This is an optimization exercise on Yosys and OpenROAD, whose aim is small area, a short achievable clock period and few clock cycles, not a production implementation. Where RTL was checked, it was by simulation tests only, not by an equivalence proof against the original. No activity file was given, so power comes from the tool's default toggle rates.

Design processor, start of the top module:
module processor(
input clock,
input reset,
output [11:2] imem_addr,
input [31:0] imem_rdata,
output [31:0] dmem_addr,
output [31:0] dmem_wdata,
output [3:0] dmem_wstrb,
input [31:0] dmem_rdata,
output wb_en,
output [4:0] wb_reg,
output [31:0] wb_data
);
reg  [31:0] ir;         
reg         vD;         
reg  [31:2] pcD;        
reg  [31:0] aE, bE;     
reg  [25:0] iE;         
reg         luiE;       
reg         sextE;      
reg  [4:0]  rdE;        
reg         weE;        
reg         useImmE;    
reg         subE;       
reg         unsE;       
reg         selAdd, selLogic, selSlt, selShift, selLink, selLoad;
reg  [1:0]  logicE;     
reg         shLeftE, shArithE, shVarE;
reg         stE;        
reg  [1:0]  sizeE;      
reg         ldSignE;    
reg         jE;         
reg         jrE;        
reg         beqE, bneE, blezE, bgtzE, bltzE, bgezE;
reg         wEn;
reg  [4:0]  wReg;
reg  [31:0] wData;
reg  [31:0] rf [1:31];
wire [5:0] op  = ir[31:26];
wire [4:0] rs  = ir[25:21];
wire [4:0] rt  = ir[20:16];
wire [4:0] rd  = ir[15:11];
wire [5:0] fn  = ir[5:0];
wire [15:0] imm = ir[15:0];
wire rtype   = (op == 6'h00);
wire regimm  = (op == 6'h01);
wire isJ     = (op == 6'h02);
wire isJal   = (op == 6'h03);
wire isBeq   = (op == 6'h04);
wire isBne   = (op == 6'h05);
wire isBlez  = (op == 6'h06);
wire isBgtz  = (op == 6'h07);
wire isAddi  = (op == 6'h08) || (op == 6'h09);
wire isSlti  = (op == 6'h0a);
wire isSltiu = (op == 6'h0b);
wire isAndi  = (op == 6'h0c);
  ...
clock: 10.5 ns
lec_check: 0
cap_margin: 20
core_margin: 2
core_utilization: 40
place_density: 0.6
setup_slack_margin: 5
slew_margin: 20
tns_end_percent: 100
run.sh (not shown) runs the stock make flow with config.mk's settings and CLKGATE_MAP_FILE= SYNTH_SCRIPT=/design/flow/synth_recipe.tcl, a recipe that flattens the netlist after the stock synthesis.
The starting point produced a clean layout.
Change:
Settings changed: SETUP_SLACK_MARGIN 5 to unset, TNS_END_PERCENT 100 to unset.
What happened: Wire length shrinks slightly. Hold slack gains 0.025 ns. Global-route usage shrinks by 0.86 points. Final cell count shrinks by a few percent. Sequential cell count does not change. Worst setup slack loses 2.0 ns. Count of clock-buffer cells in the layout shrinks by 28. Final area shrinks by a few percent. Power shrinks by a few percent. Critical path depth shrinks by 2.
No run of this note included a check of the RTL's function; only the layout flow was run.

========
processor, a different RTL version from the one above (not shown whole).
For scale: roughly 6,100 cells after synthesis, about 180 I/O pins, roughly 68,000 sq um of cells after synthesis.
clock: 10.5 ns
lec_check: 0
cap_margin: 20
core_margin: 2
core_utilization: 40
place_density: 0.6
slew_margin: 20
tns_end_percent: 100
standard.sh (not shown) runs the stock make flow with config.mk's settings and CLKGATE_MAP_FILE= SYNTH_SCRIPT=/design/flow/synth_recipe.tcl, a recipe that flattens the netlist after the stock synthesis.
==> flow/flow/run.sh <==
#!/bin/bash
set -euo pipefail
MARGIN=$(cat flow/margin.txt)
bash standard.sh SETUP_SLACK_MARGIN="$MARGIN" finish > flow_make.log 2>&1
==> flow/flow/margin.txt <==
6.5
Edit:
==> flow/run.sh (new file) <==
#!/bin/bash
# synth_recipe.tcl (not shown) runs the flow's synth.tcl, then flattens the netlist and writes it again
# the make line also repeats each setting of config.mk as NAME=value (left out here)
make -C /OpenROAD-flow-scripts/flow DESIGN_CONFIG=/design/flow/config.mk WORK_HOME=/design/flow/orfs CLKGATE_MAP_FILE= SYNTH_SCRIPT=/design/flow/synth_recipe.tcl finish
SETUP_SLACK_MARGIN = 5   (was not set)
removed: flow/flow/run.sh
removed: flow/flow/margin.txt
removed: flow/standard.sh
The changed run finished with timing, DRC and antenna clean.
Die area does not change.
Worst setup slack got worse by 1.2 ns.
Final area drops by 3.4%.
Utilization drops by 1.6 points.
Via count drops by 2.9%.
Global-route usage drops by 1.1 points.
Wire length drops by 2.9%.
Sequential cell count does not change.
Critical path depth climbs by 1.
Clock skew drops by 0.0043 ns.
No functional check of the RTL was part of any run of this note.

========
processor, a different RTL version from the one above (not shown whole).
Size in the first run: about 5,500 cells after synthesis, ~0.067 mm^2 of cells after synthesis.
clock: 10.5 ns
lec_check: 0
cap_margin: 20
core_margin: 2
core_utilization: 40
cts_cluster_diameter: 80
cts_cluster_size: 20
place_density: 0.6
slew_margin: 20
tns_end_percent: 100
==> flow/flow/run.sh <==
#!/bin/bash
set -euo pipefail
MARGIN=$(cat flow/margin.txt)
bash standard.sh SETUP_SLACK_MARGIN="$MARGIN" "BUFFER_PORTS_ARGS=-buffer_cell sky130_fd_sc_hd__buf_2" finish > flow_make.log 2>&1
==> flow/flow/margin.txt <==
7.0
Testbench counts at the start, summed over its fixed seeds: cycles 99,900.
==> next run, changes <==
- CTS_CLUSTER_DIAMETER: 80 -> not set
- CTS_CLUSTER_SIZE: 20 -> not set
=> The changed run finished with timing, DRC and antenna clean; sequential cell count stays the same; die area does not change; register-to-register slack gets worse by 0.12 ns; clock skew is lower by 0.0083 ns; cell count goes up by 1.9%; worst setup slack gets worse by 0.12 ns; critical path depth shrinks by 1; count of clock-buffer cells in the layout is higher by 82; synthesized cell count stays the same; worst hold slack degrades by 0.0043 ns; wire length rose by 0.62%.

port drivers added, routing unchanged:
The results above use ideal ports. As a check the final layouts listed here were re-extracted and re-timed, cells and wires unchanged. Step 1 sets driving cells, clkbuf_16 on the clock port and buf_2 on the other inputs (assumed; they add their load-dependent delay and slew). Step 2 times the ports against the registers' clock, not the clock port: input delays grow and output delays shrink by t, the midpoint of the rising clock arrivals with the driver on. Slacks: ideal / step 1 / step 2; pairs: ideal / step 1.
run | t, ns | setup slack, ns | slew at the worst register clock pin (ns) | pins driven straight from the clock port
the first run of note 1 | 0.865 | 4.237 / 4.157 / 4.475 | 0.07 / 0.07 | 1
the second run of note 1 | 0.837 | 2.245 / 2.168 / 3.005 | 0.07 / 0.07 | 1
the first run of note 2 | 0.905 | 6.323 / 6.323 / 5.621 | 0.07 / 0.07 | 1
the second run of note 2 | 0.901 | 5.087 / 5.087 / 4.560 | 0.07 / 0.07 | 1
the first run of note 3 | 0.835 | 6.801 / 6.801 / 6.188 | 0.09 / 0.09 | 1
the second run of note 3 | 0.901 | 6.678 / 6.678 / 6.165 | 0.07 / 0.07 | 1
After both steps setup and hold are still met in every run listed. For the first run of note 2, which loses most, drivers alone change the setup slack by 0.000 ns; drivers and shift together by -0.702 ns.
